What follows belongs to an exercise in optimizing a design on an open flow for small area, a short achievable clock period and few clock cycles per item; a production flow would make more cautious choices. In this exercise RTL edits were held to simulation tests only and were not proved equivalent to the original.

==> inputs of run a <==
Design alu_unit, start of the top module:
module alu_unit (
    input             clk,
    input             rst,
    input             in_valid,
    output            in_ready,
    input      [3:0]  op,
    input      [31:0] a,
    input      [31:0] b,
    output            out_valid,
    output     [63:0] result
);
    localparam OP_AND = 4'd0, OP_OR = 4'd1, OP_ADD = 4'd2, OP_SUB = 4'd3,
               OP_NEG = 4'd4, OP_NOT = 4'd5, OP_SHL = 4'd6, OP_SHR = 4'd7,
               OP_ROL = 4'd8, OP_ROR = 4'd9, OP_MUL = 4'd10, OP_DIV = 4'd11;
    reg [31:0] ra, rb;
    reg [63:0] rr;
    reg [5:0]  cnt;
    reg        rdy, rdy_o, ov;
    reg        bprev, sgn_a, sgn_q;
    reg s_first, s_mul, s_dalign, s_diter, s_dfixr, s_dfixq;
    reg f_and, f_or, f_not, f_add, f_subneg, f_shl, f_shr, f_rot, f_rneg,
        f_mul, f_div;
    reg xs_acc, xs_rp, xs_a, xs_lo, xinv, xsgn_a, mm_mul, mm_p1, mm_m1,
        m_signed, m_first, xs_one;
    assign in_ready  = rdy_o;
    assign out_valid = ov;
    assign result    = rr;
    wire accept = in_valid & rdy;
    function [5:0] lzc32;
        input [31:0] x;
        reg [1:0] c2 [0:15]; reg z2 [0:15];
        reg [2:0] c4 [0:7];  reg z4 [0:7];
        reg [3:0] c8 [0:3];  reg z8 [0:3];
        reg [4:0] c16 [0:1]; reg z16 [0:1];
        integer i;
        begin
            for (i = 0; i < 16; i = i + 1) begin
                z2[i] = ~(x[2*i+1] | x[2*i]);
                c2[i] = {1'b0, ~x[2*i+1]};
            end
            for (i = 0; i < 8; i = i + 1) begin
                z4[i] = z2[2*i+1] & z2[2*i];
                c4[i] = z2[2*i+1] ? {1'b1, c2[2*i][0:0]} : {1'b0, c2[2*i+1][0:0]};
            end
            for (i = 0; i < 4; i = i + 1) begin
                z8[i] = z4[2*i+1] & z4[2*i];
                c8[i] = z4[2*i+1] ? {1'b1, c4[2*i][1:0]} : {1'b0, c4[2*i+1][1:0]};
            end
            for (i = 0; i < 2; i = i + 1) begin
                z16[i] = z8[2*i+1] & z8[2*i];
                c16[i] = z8[2*i+1] ? {1'b1, c8[2*i][2:0]} : {1'b0, c8[2*i+1][2:0]};
            end
  ...
Settings: LEC_CHECK=0, ABC_AREA=1, CAP_MARGIN=10, CORE_MARGIN=2, CORE_UTILIZATION=50, SLEW_MARGIN=10; clock period 85.0 ns.
standard.sh (not shown) runs the stock make flow with config.mk's settings and CLKGATE_MAP_FILE= SYNTH_SCRIPT=/design/flow/synth_recipe.tcl, a recipe that flattens the netlist after the stock synthesis.
==> flow/flow/run.sh <==
#!/bin/bash
# The standard layout (standard synthesis and ORFS steps unchanged) with
# two differences: the port buffers are buf_1 cells instead of the default
# delay buffer, and after the floorplan the flip-flops that drive the result
# port get the next drive strength of the same cell (dfxtp_1 -> dfxtp_2).
set -euo pipefail
export BUFFER_PORTS_ARGS="-buffer_cell sky130_fd_sc_hd__buf_1"
RES=orfs/results/${FLOW_PLATFORM}/alu_unit/base
bash standard.sh synth > synth.log 2>&1
bash standard.sh floorplan > floorplan.log 2>&1
cat > upsize.tcl <<EOS
read_liberty $FLOW_HOME/platforms/$FLOW_PLATFORM/lib/sky130_fd_sc_hd__tt_025C_1v80.lib
read_db $RES/2_floorplan.odb
set n 0
foreach inst [get_cells rr*] {
  set m [get_property \$inst ref_name]
  if {\$m eq "sky130_fd_sc_hd__dfxtp_1"} {
    replace_cell \$inst sky130_fd_sc_hd__dfxtp_2
    incr n
  }
}
puts "upsized \$n result flip-flops"
write_db $RES/2_floorplan.odb
EOS
openroad -no_init -exit upsize.tcl > upsize.log 2>&1
bash standard.sh place > place.log 2>&1
bash standard.sh cts > cts.log 2>&1
bash standard.sh route > route.log 2>&1
bash standard.sh finish > finish.log 2>&1
==> run b: changes against run a <==
--- a/flow/design.v
+++ b/flow/design.v
@@ -29,21 +29,21 @@
                OP_NEG = 4'd4, OP_NOT = 4'd5, OP_SHL = 4'd6, OP_SHR = 4'd7,
                OP_ROL = 4'd8, OP_ROR = 4'd9, OP_MUL = 4'd10, OP_DIV = 4'd11;
     reg [31:0] ra, rb;
     reg [63:0] rr;
     reg [5:0]  cnt;
-    reg        rdy, rdy_o, ov;
+    reg        rdy, ov;
     reg        bprev, sgn_a, sgn_q;
     reg s_first, s_mul, s_dalign, s_diter, s_dfixr, s_dfixq;
     reg f_and, f_or, f_not, f_add, f_subneg, f_shl, f_shr, f_rot, f_rneg,
         f_mul, f_div;
     reg xs_acc, xs_rp, xs_a, xs_lo, xinv, xsgn_a, mm_mul, mm_p1, mm_m1,
-        m_signed, m_first, xs_one;
-    assign in_ready  = rdy_o;
+        m_signed, m_first;
+    assign in_ready  = rdy;
     assign out_valid = ov;
     assign result    = rr;
-    wire accept = in_valid & rdy;
+    wire accept = in_valid & rdy & ~rst;
     function [5:0] lzc32;
         input [31:0] x;
         reg [1:0] c2 [0:15]; reg z2 [0:15];
         reg [2:0] c4 [0:7];  reg z4 [0:7];
         reg [3:0] c8 [0:3];  reg z8 [0:3];
@@ -75,20 +75,18 @@
     wire [5:0] clz_b = lzc32(rb ^ {32{rb[31]}});
     wire [6:0] nq0 = {1'b0, clz_b} - {1'b0, clz_a} + {6'd0, inv_a} + 7'd1;
     wire       nq_le0 = nq0[6] | (nq0 == 7'd0);
     wire [5:0] nq = (!nq0[6] && nq0 > 7'd32) ? 6'd32 : nq0[5:0];
     wire       b_zero = (rb == 32'd0);
-    wire       d_first = s_first & f_div;
-    wire       d_quick = d_first & (b_zero | nq_le0);    
-    wire       d_abs   = d_first & ~d_quick & ra[31];    
-    wire       d_go    = d_first & ~d_quick & ~ra[31];   
+    wire       d_quick = f_div & (b_zero | nq_le0);    
+    wire       d_abs   = f_div & ~d_quick & ra[31];    
+    wire       d_go    = f_div & ~d_quick & ~ra[31];   
     wire [31:0] rprime = {rr[62:32], rr[31]};
     wire [32:0] xop = (({33{xs_acc}} & {rr[63], rr[63:32]})
                      | ({33{xs_rp}}  & {1'b0, rprime})
                      | ({33{xs_a}}   & {ra[31] & xsgn_a, ra})
-                     | ({33{xs_lo}}  & {1'b0, rr[31:0]})
-                     | {32'd0, xs_one}) ^ {33{xinv}};
+                     | ({33{xs_lo}}  & {1'b0, rr[31:0]})) ^ {33{xinv}};
     wire        cin = xinv;
     wire [31:0] mult = m_first ? ra : rr[31:0];
     wire [8:0]  mb = mm_mul ? {mult[7:0], bprev & ~m_first} : {{8{mm_m1}}, mm_p1};
     wire [32:0] mext = {rb[31] & m_signed, rb};
     function [33:0] booth_row;
@@ -385,40 +383,42 @@
         assign rc[gj+1] = (csa_a[gj] & csa_b[gj]) | (rc[gj] & (csa_a[gj] ^ csa_b[gj]));
     end endgenerate
     wire [40-24:0] hsum = {csa_a[39:24], 1'b1} + {csa_b[39:24], rc[24]};
     assign msum[39:24] = hsum[40-24:1];
     wire       sh_div = f_div | s_dalign;
-    wire       kneg = sh_div | f_rneg;
-    wire [5:0] amt6 = sh_div ? nq : {1'b0, rb[4:0]};
-    wire [5:0] k    = f_shl ? rb[5:0] : kneg ? (6'd32 - amt6) : amt6;
-    wire [63:0] s0 = {32'd0, ra};
-    wire [63:0] s1 = k[0] ? {s0[62:0], 1'b0}  : s0;
-    wire [63:0] s2 = k[1] ? {s1[61:0], 2'b0}  : s1;
-    wire [63:0] s3 = k[2] ? {s2[59:0], 4'b0}  : s2;
-    wire [63:0] s4 = k[3] ? {s3[55:0], 8'b0}  : s3;
-    wire [63:0] s5 = k[4] ? {s4[47:0], 16'b0} : s4;
-    wire [31:0] s5l = s5[31:0], s5h = s5[63:32];
+    wire [4:0] amt  = sh_div ? nq[4:0] : rb[4:0];
+    wire [4:0] rot  = (sh_div | f_rneg) ? (5'd0 - amt) : amt;
+    wire [31:0] r1 = rot[0] ? {ra[30:0], ra[31]}    : ra;
+    wire [31:0] r2 = rot[1] ? {r1[29:0], r1[31:30]} : r1;
+    wire [31:0] r3 = rot[2] ? {r2[27:0], r2[31:28]} : r2;
+    wire [31:0] r4 = rot[3] ? {r3[23:0], r3[31:24]} : r3;
+    wire [31:0] rotv = rot[4] ? {r4[15:0], r4[31:16]} : r4;
+    wire       mk32 = f_shr && (rb[4:0] == 5'd0);
+    reg  [31:0] m;
+    integer mj;
+    always @(*)
+        for (mj = 0; mj < 32; mj = mj + 1)
+            m[mj] = !mk32 && (mj[4:0] >= rot);
     wire shl_ok = (rb[31:6] == 26'd0);
     wire shr_ok = (rb[31:5] == 27'd0);
-    wire both = (f_shl & shl_ok) | sh_div;
-    wire shr  = f_shr & shr_ok;
-    wire g1 = (both & ~k[5]) | f_rot | (shr & k[5]);
-    wire g2 = f_rot | (shr & ~k[5]);
-    wire g3 = both & k[5];
-    wire g4 = both & ~k[5];
-    wire [31:0] sh_lo = ({32{g1}} & s5l) | ({32{g2}} & s5h);
-    wire [31:0] sh_hi = ({32{g3}} & s5l) | ({32{g4}} & s5h);
+    wire lo_m  = (f_shl & shl_ok & ~rb[5]) | sh_div;         
+    wire lo_nm = f_shr & shr_ok;                             
+    wire hi_nm = (f_shl & shl_ok & ~rb[5]) | sh_div;         
+    wire hi_m  = f_shl & shl_ok & rb[5];                     
+    wire [31:0] sh_lo = rotv & (({32{lo_m}} & m) | ({32{lo_nm}} & ~m) | {32{f_rot}});
+    wire [31:0] sh_hi = rotv & (({32{hi_nm}} & ~m) | ({32{hi_m}} & m));
     wire qbit = ~msum[32];
     wire t_shift = f_shl | f_shr | f_rot | d_go | (s_dalign & ~nq_le0);
     wire t_mul   = f_mul | s_mul;
     wire t_ra    = d_quick | (s_dalign & nq_le0);    
-    wire l_sum  = f_add | f_subneg | f_not | s_dfixq;
+    wire l_sum  = f_add | f_subneg | s_dfixq;
     wire h_msum = s_dfixr | (s_diter & qbit);
     wire h_rp   = s_diter & ~qbit;
     wire [31:0] rr_lo_n =
           ({32{f_and}}   & (ra & rb))
         | ({32{f_or}}    & (ra | rb))
+        | ({32{f_not}}   & ~rb)
         | ({32{l_sum}}   & msum[31:0])
         | ({32{t_shift}} & sh_lo)
         | ({32{t_mul}}   & {msum[7:0], mult[31:8]})
         | ({32{t_ra & b_zero & f_div}})
         | ({32{s_diter}} & {rr[30:0], qbit})
@@ -436,35 +436,30 @@
     wire last_mul  = (cnt == 6'd1);
     wire first_end = s_first & ~f_mul & ~(f_div & ~d_quick);
     wire fin = first_end | (s_mul & last_mul)
              | (s_diter & last_mul & ~sgn_a & ~sgn_q)
              | (s_dfixr & ~sgn_q) | s_dfixq;
-    wire sa_n = d_first ? ra[31] : sgn_a;
-    wire sq_n = d_first ? (ra[31] ^ rb[31]) : sgn_q;
+    wire sa_n = f_div ? ra[31] : sgn_a;
+    wire sq_n = f_div ? (ra[31] ^ rb[31]) : sgn_q;
     wire n_mul    = (s_first & f_mul) | (s_mul & ~last_mul);
     wire n_dalign = d_abs;
     wire n_diter  = d_go | (s_dalign & ~nq_le0) | (s_diter & ~last_mul);
     wire n_dfixr  = (s_dalign & nq_le0) | (s_diter & last_mul & sgn_a);
     wire n_dfixq  = (s_diter & last_mul & ~sgn_a & sgn_q) | (s_dfixr & sgn_q);
     wire [5:0] cnt_n = (f_mul) ? 6'd3 :
                        (d_go | s_dalign) ? nq : cnt - 6'd1;
     wire busy_n = (n_mul & (cnt_n != 6'd1)) | n_dalign
                 | (n_diter & ~((cnt_n == 6'd1) & ~sa_n & ~sq_n))
                 | (n_dfixr & sq_n);
-    wire busy_o_n = (n_mul & cnt_n[1]) | n_dalign
-                  | (n_diter & ~((cnt_n == 6'd1) & ~sa_n & ~sq_n))
-                  | (n_dfixr & sq_n);
     wire op_multi = (op == OP_MUL) || (op == OP_DIV);
-    wire rb_ld = ~(n_mul | n_dalign | n_diter);
     always @(posedge clk) begin
         if (rst) begin
-            rdy <= 1'b1; rdy_o <= 1'b1; ov <= 1'b0;
+            rdy <= 1'b1; ov <= 1'b0;
             s_first <= 1'b0; s_mul <= 1'b0; s_dalign <= 1'b0;
             s_diter <= 1'b0; s_dfixr <= 1'b0; s_dfixq <= 1'b0;
         end else begin
             rdy <= accept ? ~op_multi : ~busy_n;
-            rdy_o <= accept ? ~op_multi : ~busy_o_n;
             ov  <= fin;
             s_first  <= accept;
             s_mul    <= n_mul;
             s_dalign <= n_dalign;
             s_diter  <= n_diter;
@@ -484,20 +479,19 @@
         f_div    <= accept & (op == OP_DIV);
         xs_acc   <= n_mul | n_dfixr;
         xs_rp    <= n_diter;
         xs_a     <= accept & ((op == OP_ADD) | (op == OP_SUB) | (op == OP_DIV));
         xs_lo    <= n_dfixq;
-        xinv     <= (accept & ((op == OP_DIV) | (op == OP_NOT))) | n_dfixr | n_dfixq;
-        xs_one   <= accept & (op == OP_NOT);
+        xinv     <= (accept & (op == OP_DIV)) | n_dfixr | n_dfixq;
         xsgn_a   <= accept & (op == OP_DIV);
         mm_mul   <= (accept & (op == OP_MUL)) | n_mul;
         mm_p1    <= (accept & (op == OP_ADD)) | (n_diter & rb[31]);
-        mm_m1    <= (accept & ((op == OP_SUB) | (op == OP_NEG) | (op == OP_NOT))) | (n_diter & ~rb[31]);
+        mm_m1    <= (accept & ((op == OP_SUB) | (op == OP_NEG))) | (n_diter & ~rb[31]);
         m_signed <= (accept & ((op == OP_MUL) | (op == OP_DIV))) | n_mul | n_diter;
         m_first  <= accept & (op == OP_MUL);
-        ra <= d_abs ? msum[31:0] : a;
-        if (rb_ld) rb <= b;
+        ra <= rdy ? a : msum[31:0];
+        if (rdy) rb <= b;
         rr    <= rr_n;
         cnt   <= cnt_n;
         bprev <= mult[7];
         sgn_a <= sa_n;
         sgn_q <= sq_n;
--- a/flow/flow/run.sh
+++ b/flow/flow/run.sh
@@ -1,12 +1,12 @@
 #!/bin/bash
 # The standard layout (standard synthesis and ORFS steps unchanged) with
-# two differences: the port buffers are buf_1 cells instead of the default
+# two differences: the port buffers are buf_2 cells instead of the default
 # delay buffer, and after the floorplan the flip-flops that drive the result
 # port get the next drive strength of the same cell (dfxtp_1 -> dfxtp_2).
 set -euo pipefail
-export BUFFER_PORTS_ARGS="-buffer_cell sky130_fd_sc_hd__buf_1"
+export BUFFER_PORTS_ARGS="-buffer_cell sky130_fd_sc_hd__buf_2"
 RES=orfs/results/${FLOW_PLATFORM}/alu_unit/base
 bash standard.sh synth > synth.log 2>&1
 bash standard.sh floorplan > floorplan.log 2>&1
 cat > upsize.tcl <<EOS
 read_liberty $FLOW_HOME/platforms/$FLOW_PLATFORM/lib/sky130_fd_sc_hd__tt_025C_1v80.lib
Settings changed: CAP_MARGIN 10 to 0, CORE_UTILIZATION 50 to 40, SLEW_MARGIN 10 to 0.
==> run c: changes against run a <==
--- a/flow/design.v
+++ b/flow/design.v
@@ -35,11 +35,11 @@
     reg        bprev, sgn_a, sgn_q;
     reg s_first, s_mul, s_dalign, s_diter, s_dfixr, s_dfixq;
     reg f_and, f_or, f_not, f_add, f_subneg, f_shl, f_shr, f_rot, f_rneg,
         f_mul, f_div;
     reg xs_acc, xs_rp, xs_a, xs_lo, xinv, xsgn_a, mm_mul, mm_p1, mm_m1,
-        m_signed, m_first, xs_one;
+        m_signed, m_first;
     assign in_ready  = rdy_o;
     assign out_valid = ov;
     assign result    = rr;
     wire accept = in_valid & rdy;
     function [5:0] lzc32;
@@ -83,12 +83,11 @@
     wire       d_go    = d_first & ~d_quick & ~ra[31];   
     wire [31:0] rprime = {rr[62:32], rr[31]};
     wire [32:0] xop = (({33{xs_acc}} & {rr[63], rr[63:32]})
                      | ({33{xs_rp}}  & {1'b0, rprime})
                      | ({33{xs_a}}   & {ra[31] & xsgn_a, ra})
-                     | ({33{xs_lo}}  & {1'b0, rr[31:0]})
-                     | {32'd0, xs_one}) ^ {33{xinv}};
+                     | ({33{xs_lo}}  & {1'b0, rr[31:0]})) ^ {33{xinv}};
     wire        cin = xinv;
     wire [31:0] mult = m_first ? ra : rr[31:0];
     wire [8:0]  mb = mm_mul ? {mult[7:0], bprev & ~m_first} : {{8{mm_m1}}, mm_p1};
     wire [32:0] mext = {rb[31] & m_signed, rb};
     function [33:0] booth_row;
@@ -409,16 +408,17 @@
     wire [31:0] sh_hi = ({32{g3}} & s5l) | ({32{g4}} & s5h);
     wire qbit = ~msum[32];
     wire t_shift = f_shl | f_shr | f_rot | d_go | (s_dalign & ~nq_le0);
     wire t_mul   = f_mul | s_mul;
     wire t_ra    = d_quick | (s_dalign & nq_le0);    
-    wire l_sum  = f_add | f_subneg | f_not | s_dfixq;
+    wire l_sum  = f_add | f_subneg | s_dfixq;
     wire h_msum = s_dfixr | (s_diter & qbit);
     wire h_rp   = s_diter & ~qbit;
     wire [31:0] rr_lo_n =
           ({32{f_and}}   & (ra & rb))
         | ({32{f_or}}    & (ra | rb))
+        | ({32{f_not}}   & ~rb)
         | ({32{l_sum}}   & msum[31:0])
         | ({32{t_shift}} & sh_lo)
         | ({32{t_mul}}   & {msum[7:0], mult[31:8]})
         | ({32{t_ra & b_zero & f_div}})
         | ({32{s_diter}} & {rr[30:0], qbit})
@@ -484,16 +484,15 @@
         f_div    <= accept & (op == OP_DIV);
         xs_acc   <= n_mul | n_dfixr;
         xs_rp    <= n_diter;
         xs_a     <= accept & ((op == OP_ADD) | (op == OP_SUB) | (op == OP_DIV));
         xs_lo    <= n_dfixq;
-        xinv     <= (accept & ((op == OP_DIV) | (op == OP_NOT))) | n_dfixr | n_dfixq;
-        xs_one   <= accept & (op == OP_NOT);
+        xinv     <= (accept & (op == OP_DIV)) | n_dfixr | n_dfixq;
         xsgn_a   <= accept & (op == OP_DIV);
         mm_mul   <= (accept & (op == OP_MUL)) | n_mul;
         mm_p1    <= (accept & (op == OP_ADD)) | (n_diter & rb[31]);
-        mm_m1    <= (accept & ((op == OP_SUB) | (op == OP_NEG) | (op == OP_NOT))) | (n_diter & ~rb[31]);
+        mm_m1    <= (accept & ((op == OP_SUB) | (op == OP_NEG))) | (n_diter & ~rb[31]);
         m_signed <= (accept & ((op == OP_MUL) | (op == OP_DIV))) | n_mul | n_diter;
         m_first  <= accept & (op == OP_MUL);
         ra <= d_abs ? msum[31:0] : a;
         if (rb_ld) rb <= b;
         rr    <= rr_n;
--- a/flow/flow/run.sh
+++ b/flow/flow/run.sh
@@ -1,12 +1,12 @@
 #!/bin/bash
 # The standard layout (standard synthesis and ORFS steps unchanged) with
-# two differences: the port buffers are buf_1 cells instead of the default
+# two differences: the port buffers are buf_2 cells instead of the default
 # delay buffer, and after the floorplan the flip-flops that drive the result
 # port get the next drive strength of the same cell (dfxtp_1 -> dfxtp_2).
 set -euo pipefail
-export BUFFER_PORTS_ARGS="-buffer_cell sky130_fd_sc_hd__buf_1"
+export BUFFER_PORTS_ARGS="-buffer_cell sky130_fd_sc_hd__buf_2"
 RES=orfs/results/${FLOW_PLATFORM}/alu_unit/base
 bash standard.sh synth > synth.log 2>&1
 bash standard.sh floorplan > floorplan.log 2>&1
 cat > upsize.tcl <<EOS
 read_liberty $FLOW_HOME/platforms/$FLOW_PLATFORM/lib/sky130_fd_sc_hd__tt_025C_1v80.lib
Settings changed: CORE_UTILIZATION 50 to 40.
==> flow_metrics.env <==
export IMPL_status="no timing/DRC/antenna violations"
export IMPL_final_cell_mix="nand2_1 (709), inv_1 (373), nor2_1 (220)"
export IMPL_via_count=23850
export IMPL_wl_met2_um=43940
export IMPL_tightest_slew_ps=1222
export IMPL_hold_start="sgn_a$_DFF_P_"
export IMPL_firstDrtPassIters=7
export IMPL_stdcell_count=3819
export IMPL_ys_seq_area_frac=0.1754
export IMPL_gp_congestion=1.053
export IMPL_multi_input_area_sq_um=14700
export IMPL_multi_input_gates=2352
-- figures above: run b

==> flow_metrics.env <==
export IMPL_gp_congestion=1.120
export IMPL_wl_met2_um=43100
export IMPL_stdcell_count=3494
export IMPL_ys_seq_area_frac=0.1826
export IMPL_start_util=0.5045
export IMPL_hold_start="sgn_q$_DFF_P_"
export IMPL_firstDrtPassIters=19
export IMPL_final_cell_mix="nand2_1 (552), nand3_1 (356), inv_1 (304)"
export IMPL_area_growth_pct=7.601
export IMPL_crit_fanout=6
export IMPL_tightest_slew_ps=1206
export IMPL_hold_class="flip-flop to flip-flop"
export IMPL_status="no timing/DRC/antenna violations"
export IMPL_via_count=23760
export IMPL_synth_mux_area_frac=0.0005017
export IMPL_multi_input_gates=2236
-- figures above: run a

==> flow_metrics.env <==
export IMPL_status="no timing/DRC/antenna violations"
export IMPL_crit_start="rr[7]$_DFF_P_"
export IMPL_ys_seq_area_frac=0.1812
export IMPL_final_cell_mix="nand2_1 (506), nand3_1 (365), inv_1 (314)"
export IMPL_rsz0062_at_grt="no"
export IMPL_wl_met2_um=44530
export IMPL_stdcell_count=3600
export IMPL_tightest_slew_ps=1272
export IMPL_gp_congestion=1.048
export IMPL_multi_input_area_sq_um=14320
export IMPL_finClkSkew_ps=17.98
export IMPL_hold_start="cnt[0]$_DFF_P_"
export IMPL_firstDrtPassIters=8
export IMPL_cap_viol_max_count=0
-- figures above: run c

Testbench counts of run a, summed over its fixed seeds: cycles 40,837, items 24,000.
Testbench counts of run c, summed over its fixed seeds: cycles 40,837, items 24,000.

afterwards: timing with drivers on the ports:
Ports are ideal in the flow. The routed layouts listed here were re-timed in OpenROAD.
Step 1 assumes that a clkbuf_16 drives the clock port and a buf_2 every other input.
Step 2 also shifts input and output timing later by t, the mid clock arrival at the registers, as if the neighbouring blocks saw the same clock.
a / b / c = ideal / step 1 / step 2; a / b = the first two.
run	shift t [ns]	slack for setup (ns)	worst data-port slew with drivers (ns)
run a	0.560	66.836 / 66.779 / 67.037	0.05
run b	0.545	66.492 / 66.433 / 66.734	0.05
run c	0.561	66.826 / 66.766 / 67.004	0.05
After both steps every run listed still meets setup and hold.
